Context: an optimization exercise on an open-source flow, tuned for small area. The choices shown serve that exercise and are no tape-out recipe. In this exercise RTL edits were held to simulation tests only and were not proved equivalent to the original. No activity file was given, so power comes from the tool's default toggle rates.

// uart_box
module uart_box
(
input  wire        CLK,
input  wire        RST,
input  wire        I_STB,
input  wire [7:0]  I_DATA,
output wire        I_ACK,
output wire        O_TxD,
input  wire        I_RxD,
output wire        O_STB,
output wire [7:0]  O_DATA,
input  wire        O_ACK,
input  wire [15:0] CFG_CLK_DIV
);
==> flow/config.mk <==
export PLATFORM = sky130hd
export DESIGN_NAME = uart_box
export DESIGN_NICKNAME = uart_box
export VERILOG_FILES = /design/flow/design.v
export SDC_FILE = /design/flow/constraint.sdc
export NUM_CORES = 4
export LEC_CHECK = 0
export CAP_MARGIN = 20
export CORE_MARGIN = 2
export CORE_UTILIZATION = 50
export PLACE_DENSITY = 0.85
export SLEW_MARGIN = 20
==> flow/constraint.sdc <==
create_clock -name core_clock -period 10.0 [get_ports {CLK}]
set_input_delay 2.0000 -clock core_clock [delete_from_list [all_inputs] [get_ports {CLK}]]
set_output_delay 2.0000 -clock core_clock [all_outputs]
set_load 0.01 [all_outputs]
standard.sh (not shown) runs the stock make flow with config.mk's settings and CLKGATE_MAP_FILE= SYNTH_SCRIPT=/design/flow/synth_recipe.tcl, a recipe that flattens the netlist after the stock synthesis.
==> flow/flow/run.sh <==
#!/bin/bash
# Layout flow: the standard ORFS flow (standard.sh, standard synthesis unchanged) with
#  - combinational cells swapped to their smallest drive strength after floorplan (downsize.tcl);
#    repair_design upsizes again where slew or capacitance needs it
#  - buf_1 port buffers
#  - a clock tree of clkbuf_8 leaf clusters under clkbuf_4 branch and root buffers, without
#    dummy loads; placement density 0.85 to keep the leaf clusters small
set -euo pipefail
here=$(cd "$(dirname "$0")" && pwd)
export POST_FLOORPLAN_TCL="$here/downsize.tcl"
export BUFFER_PORTS_ARGS="-buffer_cell sky130_fd_sc_hd__buf_1"
export CTS_ARGS="-sink_clustering_enable -repair_clock_nets -dont_use_dummy_load -buf_list sky130_fd_sc_hd__clkbuf_8 -tree_buf sky130_fd_sc_hd__clkbuf_4 -root_buf sky130_fd_sc_hd__clkbuf_4 -sink_clustering_size 21 -sink_clustering_max_diameter 60"
bash standard.sh > standard.log 2>&1
==> flow/flow/downsize.tcl <==
# Swap every combinational cell to the smallest cell of the same function family
# (same name but for the drive-strength suffix); repair_design upsizes where needed later.
set n 0
foreach inst [[ord::get_db_block] getInsts] {
  set m [$inst getMaster]
  set name [$m getName]
  if {![regexp {^(sky130_fd_sc_hd__[a-z0-9]+)_([0-9]+)$} $name -> base drive]} { continue }
  if {[regexp {^sky130_fd_sc_hd__(df|edf|sdf|dl|tap|fill|decap|conb|clk|diode)} $name]} { continue }
  set best $m
  set barea [expr {[$m getWidth] * [$m getHeight]}]
  foreach d {0 1 2 4} {
    set c [[ord::get_db] findMaster ${base}_$d]
    if {$c eq "NULL" || $c eq ""} { continue }
    set a [expr {[$c getWidth] * [$c getHeight]}]
    if {$a < $barea} { set best $c; set barea $a }
  }
  if {$best ne $m} { $inst swapMaster $best; incr n }
}
puts "downsize: swapped $n cells"
Change:
--- a/flow/flow/run.sh
+++ b/flow/flow/run.sh
@@ -7 +7 @@
-#    dummy loads; placement density 0.85 to keep the leaf clusters small
+#    dummy loads; placement density 0.9 to keep the leaf clusters small
@@ -12 +12 @@
-export CTS_ARGS="-sink_clustering_enable -repair_clock_nets -dont_use_dummy_load -buf_list sky130_fd_sc_hd__clkbuf_8 -tree_buf sky130_fd_sc_hd__clkbuf_4 -root_buf sky130_fd_sc_hd__clkbuf_4 -sink_clustering_size 21 -sink_clustering_max_diameter 60"
+export CTS_ARGS="-sink_clustering_enable -repair_clock_nets -dont_use_dummy_load -buf_list sky130_fd_sc_hd__clkbuf_8 -tree_buf sky130_fd_sc_hd__clkbuf_4 -root_buf sky130_fd_sc_hd__clkbuf_4 -sink_clustering_size 22 -sink_clustering_max_diameter 60"
PLACE_DENSITY = 0.9   (was 0.85)
After rerunning: The new run went through all stages and came out clean. Setup slack improved by 0.27 ns. Wire length rises by 4.6%. Sequential share of layout area is higher by 0.15 points.

========
build 39:
uart_box, a different RTL version from the one above (not shown whole).
Size: ~40 I/O pins, ~14000 sq um of cells after synthesis.
Settings: LEC_CHECK=0, CAP_MARGIN=20, CORE_MARGIN=2, CORE_UTILIZATION=50, SLEW_MARGIN=20; clock period 10.0 ns.
==> flow/flow/run.sh <==
#!/bin/bash
# Layout flow: the standard ORFS flow (standard.sh, standard synthesis unchanged) with
#  - combinational cells swapped to their smallest drive strength after floorplan (downsize.tcl);
#    repair_design upsizes again where slew or capacitance needs it
#  - buf_1 port buffers
#  - a clock tree of clkbuf_8 leaf clusters without dummy loads
set -euo pipefail
here=$(cd "$(dirname "$0")" && pwd)
export POST_FLOORPLAN_TCL="$here/downsize.tcl"
export BUFFER_PORTS_ARGS="-buffer_cell sky130_fd_sc_hd__buf_1"
export CTS_ARGS="-sink_clustering_enable -repair_clock_nets -dont_use_dummy_load -buf_list sky130_fd_sc_hd__clkbuf_8 -sink_clustering_size 20 -sink_clustering_max_diameter 60"
bash standard.sh > standard.log 2>&1
Scripts as last shown in full above: flow/flow/downsize.tcl
The inputs of build 75 differ from those of build 39 as listed below.
- PLACE_DENSITY newly set to 0.85
diff --git a/flow/flow/run.sh b/flow/flow/run.sh
--- a/flow/flow/run.sh
+++ b/flow/flow/run.sh
@@ -6 +6,2 @@
-#  - a clock tree of clkbuf_8 leaf clusters without dummy loads
+#  - a clock tree of clkbuf_8 leaf clusters under clkbuf_4 branch and root buffers, without
+#    dummy loads; placement density 0.85 to keep the leaf clusters small
@@ -11 +12 @@
-export CTS_ARGS="-sink_clustering_enable -repair_clock_nets -dont_use_dummy_load -buf_list sky130_fd_sc_hd__clkbuf_8 -sink_clustering_size 20 -sink_clustering_max_diameter 60"
+export CTS_ARGS="-sink_clustering_enable -repair_clock_nets -dont_use_dummy_load -buf_list sky130_fd_sc_hd__clkbuf_8 -tree_buf sky130_fd_sc_hd__clkbuf_4 -root_buf sky130_fd_sc_hd__clkbuf_4 -sink_clustering_size 22 -sink_clustering_max_diameter 60"
Results
Comparing build 75 with build 39, the final setup violation count came out essentially unchanged. Overall power is higher on build 39. Summary — buffering stage count on the worst path with inverters included, build 75 relative to build 39: higher, by 1. Against build 39, build 75 reports a utilization that is lower. Relative to build 39, number of gates on the worst path with buffers counted has increased by 1 in build 75. Taking build 39 as the reference, in build 75 worst endpoint data arrival time shows a reduction of 430 ps; number of iterations in the first detailed-routing pass has remained practically unchanged. Part of the total power dissipated in the clock network ended up 2.1 points lower on build 75 than on build 39. Build 75 against build 39: share of the cycle needed by the critical path after routing saw a decrease, clock skew saw a decrease.
Inputs modified between build 75 and build 55:
diff --git a/flow/flow/run.sh b/flow/flow/run.sh
--- a/flow/flow/run.sh
+++ b/flow/flow/run.sh
@@ -12 +12 @@
-export CTS_ARGS="-sink_clustering_enable -repair_clock_nets -dont_use_dummy_load -buf_list sky130_fd_sc_hd__clkbuf_8 -tree_buf sky130_fd_sc_hd__clkbuf_4 -root_buf sky130_fd_sc_hd__clkbuf_4 -sink_clustering_size 22 -sink_clustering_max_diameter 60"
+export CTS_ARGS="-sink_clustering_enable -repair_clock_nets -dont_use_dummy_load -buf_list sky130_fd_sc_hd__clkbuf_8 -tree_buf sky130_fd_sc_hd__clkbuf_4 -root_buf sky130_fd_sc_hd__clkbuf_4 -sink_clustering_size 20 -sink_clustering_max_diameter 60"
Notes after the runs:
Build 55 vs build 75 — final period demand of the worst path rose 7.7 ps.
Looking at synthesis-to-finish area growth, build 55 sits 0.40 points above build 75.
Cell area: higher on build 55

-- afterwards: timing with drivers on the ports --
How much do the figures lean on ideal ports? The routed layouts below were timed once more, with nothing changed but the port constraints. Step 1 sets driving cells, clkbuf_16 on the clock port and buf_2 on the other inputs (assumed; they add their load-dependent delay and slew). Step 2 moves the port delays by t, midway between the first and last clock arrival at a register: inputs arrive t later, outputs are due t later. That takes back most of the time a late clock gives input paths. Slacks: no drivers / after step 1 / after step 2; pairs: no drivers / after step 1.
run	shift t [ns]	setup WS [ns]	worst data-port slew with drivers (ns)
the first run of note 1	0.667	4.922 / 4.894 / 4.894	0.07
the second run of note 1	0.752	5.192 / 5.165 / 5.165	0.06
build 39	0.573	4.807 / 4.785 / 4.785	0.04
build 75	0.770	5.241 / 5.219 / 5.219	0.04
build 55	0.665	5.233 / 5.211 / 5.211	0.04
After both steps setup and hold are still met in every run listed. For the first run of note 1, which loses most, drivers alone change the setup slack by -0.028 ns; drivers and shift together by -0.028 ns.
